This design comes from an exercise in tuning for small area, a short achievable clock period and few clock cycles per item on the open sky130 flow, not from production work. At most, simulation tests tie the RTL to the original design; equivalence was not proved.

==> flow/design.v (excerpt) <==
module GCD_full
(
input [31:0] x_i,
input [31:0] y_i,
input calculate_new,
input clk,
input rstn,
output [31:0] data_o,
output data_ready_reg
);
==> module GCD_full, before the edit <==
module GCD_full
(
input [31:0] x_i,
input [31:0] y_i,
input calculate_new,
input clk,
input rstn,
output [31:0] data_o,
output data_ready_reg
);
localparam W = 33;
reg         busy;     
reg         fin;      
reg         shl;      
reg  [4:0]  k;        
reg  [W-1:0] a, b;
reg  [31:0] res;
reg         use_b;    
reg         inv;      
wire ao  = a[0];
wire bo  = b[0];
wire run = ~fin & ~shl;
wire m_sub  = run & ao & bo;
wire m_both = run & ~ao & ~bo;
wire [W-1:0] bx = (b & {W{use_b}}) ^ {W{inv}};
wire [W:0]   rc = {a, 1'b1} + {bx, inv};
wire [W-1:0] r  = rc[W:1];
wire rz = &(a[W-1:1] ^ bx[W-1:1]);
wire [1:0] t = m_both ? 2'd0 : r[1] ? 2'd0 : r[2] ? 2'd1 : r[3] ? 2'd2 : 2'd3;
wire [W-1:0] r1 = {r[W-1], r[W-1:1]};
wire [W+2:0] rx = {{3{r[W-1]}}, r1} >> t;
wire [W-1:0] rs = rx[W-1:0];
wire kz    = (k == 5'd0);
wire k31   = (k == 5'd31);
wire done  = busy & ~run & kz;
wire step  = busy & run;
wire start = ~busy & calculate_new;
wire fin_n = step & ((m_sub & rz) | (m_both & k31));
wire shl_n = busy & ~kz & (fin | shl);
reg [W-1:0] a_n, b_n;
always @(*) begin
    if (start)                  a_n = {1'b0, x_i};
    else if (busy & ~run & ~kz) a_n = {r[W-2:0], 1'b0};
    else if (step & ~(ao & ~bo)) a_n = rs;
    else                        a_n = a;
    if (start)                  b_n = {1'b0, y_i};
    else if (step & ~bo)        b_n = {b[W-1], b[W-1:1]};
    else if ((m_sub & (r[W-1] ^ a[W-1])) | (busy & fin)) b_n = a;
    else                        b_n = b;
end
assign data_ready_reg = done;
assign data_o = res;
always @(posedge clk or negedge rstn) begin
    if (!rstn) begin
        busy <= 1'b0;
        fin  <= 1'b0;
        shl  <= 1'b0;
    end else begin
        if (start) busy <= 1'b1;
        else if (done) busy <= 1'b0;
        fin <= fin_n;
        shl <= shl_n;
    end
end
always @(posedge clk) begin
    a <= a_n;
    b <= b_n;
    use_b <= a_n[0] | fin_n;
    inv   <= fin_n ? b_n[W-1] : ~(a_n[W-1] ^ b_n[W-1]);
    if (start) k <= 5'd0;
    else if (busy & ~run & ~kz) k <= k - 5'd1;
    else if (m_both & ~k31 & busy) k <= k + 5'd1;
    if (done) res <= r[31:0];
end
endmodule
Settings: LEC_CHECK=0, CAP_MARGIN=20, CORE_MARGIN=2, CORE_UTILIZATION=40, SLEW_MARGIN=20; clock period 3.6 ns.
run.sh (not shown) runs the stock make flow with config.mk's settings and CLKGATE_MAP_FILE= SYNTH_SCRIPT=/design/flow/synth_recipe.tcl, a recipe that flattens the netlist after the stock synthesis.
Testbench counts at the start, summed over its fixed seeds: cycles 24,109, items 960.
Next try:
--- a/flow/design.v
+++ b/flow/design.v
@@ -20,14 +20,15 @@
 wire ao  = a[0];
 wire bo  = b[0];
 wire run = ~fin & ~shl;
 wire m_sub  = run & ao & bo;
 wire m_both = run & ~ao & ~bo;
 wire [W-1:0] bx = (b & {W{use_b}}) ^ {W{inv}};
-wire [W:0]   rc = {a, 1'b1} + {bx, inv};
-wire [W-1:0] r  = rc[W:1];
+wire [W:0]   lo  = {1'b0, a[W-2:0], 1'b1} + {1'b0, bx[W-2:0], inv};
+wire         c32 = lo[W];             
+wire [W-1:0] r   = {a[W-1] ^ bx[W-1] ^ c32, lo[W-1:1]};
 wire rz = &(a[W-1:1] ^ bx[W-1:1]);
 wire [1:0] t = m_both ? 2'd0 : r[1] ? 2'd0 : r[2] ? 2'd1 : r[3] ? 2'd2 : 2'd3;
 wire [W-1:0] r1 = {r[W-1], r[W-1:1]};
 wire [W+2:0] rx = {{3{r[W-1]}}, r1} >> t;
 wire [W-1:0] rs = rx[W-1:0];
 wire kz    = (k == 5'd0);
@@ -42,13 +43,13 @@
     if (start)                  a_n = {1'b0, x_i};
     else if (busy & ~run & ~kz) a_n = {r[W-2:0], 1'b0};
     else if (step & ~(ao & ~bo)) a_n = rs;
     else                        a_n = a;
     if (start)                  b_n = {1'b0, y_i};
     else if (step & ~bo)        b_n = {b[W-1], b[W-1:1]};
-    else if ((m_sub & (r[W-1] ^ a[W-1])) | (busy & fin)) b_n = a;
+    else if ((m_sub & (bx[W-1] ^ c32)) | (busy & fin)) b_n = a;
     else                        b_n = b;
 end
 assign data_ready_reg = done;
 assign data_o = res;
 always @(posedge clk or negedge rstn) begin
     if (!rstn) begin
Synthesized cell count went down by 2.9%.
Worst hold slack loses 0.010 ns.
Core utilization went down by 0.80 points.
Design area went down by about 0.5%.
Cell count went down by 1.8%.
Function not checked in the second run of this note: the RTL went through the layout flow alone.

* * *

## run A
The RTL this note starts from:
==> flow/design.v <==
module GCD_full
(
input [31:0] x_i,
input [31:0] y_i,
input calculate_new,
input clk,
input rstn,
output [31:0] data_o,
output data_ready_reg
);
localparam N = 31;
reg        busy;      
reg        shl;       
reg [4:0]  k;         
reg [31:0] a, b;
reg [31:0] res;
wire ao = a[0];
wire bo = b[0];
wire m_sub  = ao & bo;
wire m_both = ~ao & ~bo;
wire use_a  = ~ao | bo;
wire use_b  = ao;
wire [N-1:0] A = a[31:1] & {N{use_a}};
wire [N-1:0] B = b[31:1] & {N{use_b}};
wire [N-1:0] p = ~(A ^ B);
wire [N-1:0] g = A & ~B;
wire [N-1:0] Gs [0:5];
wire [N-1:0] Ps [0:5];
assign Gs[0] = g;
assign Ps[0] = p;
genvar i, l;
generate
  for (l = 0; l < 5; l = l + 1) begin : lvl
    for (i = 0; i < N; i = i + 1) begin : bt
      if (i >= (1 << l)) begin : node
        assign Gs[l+1][i] = Gs[l][i] | (Ps[l][i] & Gs[l][i-(1<<l)]);
        assign Ps[l+1][i] = Ps[l][i] & Ps[l][i-(1<<l)];
      end else begin : pass
        assign Gs[l+1][i] = Gs[l][i];
        assign Ps[l+1][i] = Ps[l][i];
      end
    end
  end
endgenerate
wire [N-1:0] G = Gs[5];
wire [N-1:0] P = Ps[5];
wire ge = G[N-1] | P[N-1];           
wire eqv = P[N-1];                    
wire [N-1:0] c0 = {G[N-2:0], 1'b0};
wire [N-1:0] c1 = {G[N-2:0] | P[N-2:0], 1'b1};
wire [N-1:0] R = ge ? (p ^ c1) : ~(p ^ c0);
wire [2:0] dl = A[2:0] - B[2:0];
wire [1:0] t = m_both ? 2'd0 : dl[0] ? 2'd0 : dl[1] ? 2'd1 : dl[2] ? 2'd2 : 2'd3;
wire [N-1:0] Rs = R >> t;
wire kz  = (k == 5'd0);
wire k31 = (k == 5'd31);
wire eq  = (m_sub & eqv) | (m_both & k31);
wire done  = busy & kz & (shl | eq);
wire step  = busy & ~shl & ~eq;
wire a_upd = step & (m_both | (~ao & bo) | (m_sub & ge));
wire b_upd = step & ((ao & ~bo) | (m_sub & ~ge));
wire start = ~busy & calculate_new;
assign data_ready_reg = done;
assign data_o = res;
always @(posedge clk or negedge rstn) begin
    if (!rstn) begin
        busy <= 1'b0;
        shl  <= 1'b0;
    end else begin
        if (start) busy <= 1'b1;
        else if (done) busy <= 1'b0;
        if (done) shl <= 1'b0;
        else if (busy & eq & ~kz) shl <= 1'b1;
    end
end
always @(posedge clk) begin
    if (start) begin
        a <= x_i;
        k <= 5'd0;
    end else if (busy & (shl | eq) & ~kz) begin
        a <= {a[30:0], 1'b0};
        k <= k - 5'd1;
    end else begin
        if (a_upd) a <= {1'b0, Rs};
        if (step & m_both) k <= k + 5'd1;
    end
    if (start) b <= y_i;
    else if (step & m_both) b <= {1'b0, b[31:1]};
    else if (b_upd) b <= {1'b0, Rs};
    if (done) res <= a;
end
endmodule
export LEC_CHECK = 0
export CAP_MARGIN = 20
export CORE_MARGIN = 2
export CORE_UTILIZATION = 40
export SLEW_MARGIN = 20
create_clock -name core_clock -period 3.6 [get_ports {clk}]
Every stage of run A finished as expected; the final checks, on the other hand, flagged negative setup slack, which means the layout fails.
Input changes introduced in run B (baseline for comparison: run A):
--- a/flow/design.v
+++ b/flow/design.v
@@ -33,7 +33,7 @@
   for (l = 0; l < 5; l = l + 1) begin : lvl
     for (i = 0; i < N; i = i + 1) begin : bt
-      if (i >= (1 << l)) begin : node
-        assign Gs[l+1][i] = Gs[l][i] | (Ps[l][i] & Gs[l][i-(1<<l)]);
-        assign Ps[l+1][i] = Ps[l][i] & Ps[l][i-(1<<l)];
+      if ((i >> l) & 1) begin : node
+        assign Gs[l+1][i] = Gs[l][i] | (Ps[l][i] & Gs[l][((i >> l) << l) - 1]);
+        assign Ps[l+1][i] = Ps[l][i] & Ps[l][((i >> l) << l) - 1];
       end else begin : pass
         assign Gs[l+1][i] = Gs[l][i];
[summary]
- Run B: flow complete, layout not clean; failing: negative setup slack
- Lower fmax goes to run A over run B.
- For run B, the worst min-delay path category was flop to flop, unlike run A, where it was input pin to asynchronous set/reset pin.
- A end of the critical path of b[7]$_DFFE_PP_ is what run A shows, while data_ready_reg belongs to run B.
- Run B: clock-buffer cell count is 4 higher than what run A reported.
- Run B vs run A: data arrival at the endpoint of the critical path down
- Run A vs run B, startpoint-to-endpoint class of the critical path: flop to flop vs flop to output pin
- Run B gives less via count than run A did.
No functional check of the RTL was part of any run of this note.

==> port drivers added, routing unchanged <==
How much do the figures lean on ideal ports? The routed layouts below were timed once more, with nothing changed but the port constraints. Step 1 (the two cells are an assumption about what drives the block):
set clk [get_ports {clk}]
set_driving_cell -lib_cell sky130_fd_sc_hd__clkbuf_16 $clk
set_driving_cell -lib_cell sky130_fd_sc_hd__buf_2 [delete_from_list [all_inputs] $clk]
Step 2 moves the port delays by t, midway between the first and last clock arrival at a register: inputs arrive t later, outputs are due t later. That takes back most of the time a late clock gives input paths. a / b / c = no drivers / after step 1 / after step 2; a / b = the first two.
run | shift t [ns] | setup slack, ns | worst register clock-pin slew, ns | pins driven straight from the clock port
the first run of note 1 | 0.405 | 0.121 / 0.121 / 0.121 | 0.08 / 0.08 | 1
the second run of note 1 | 0.410 | 0.128 / 0.128 / 0.128 | 0.08 / 0.08 | 1
run A | 0.396 | -0.414 / -0.414 / -0.414 | 0.08 / 0.08 | 1
run B | 0.404 | -0.355 / -0.403 / -0.347 | 0.08 / 0.08 | 1
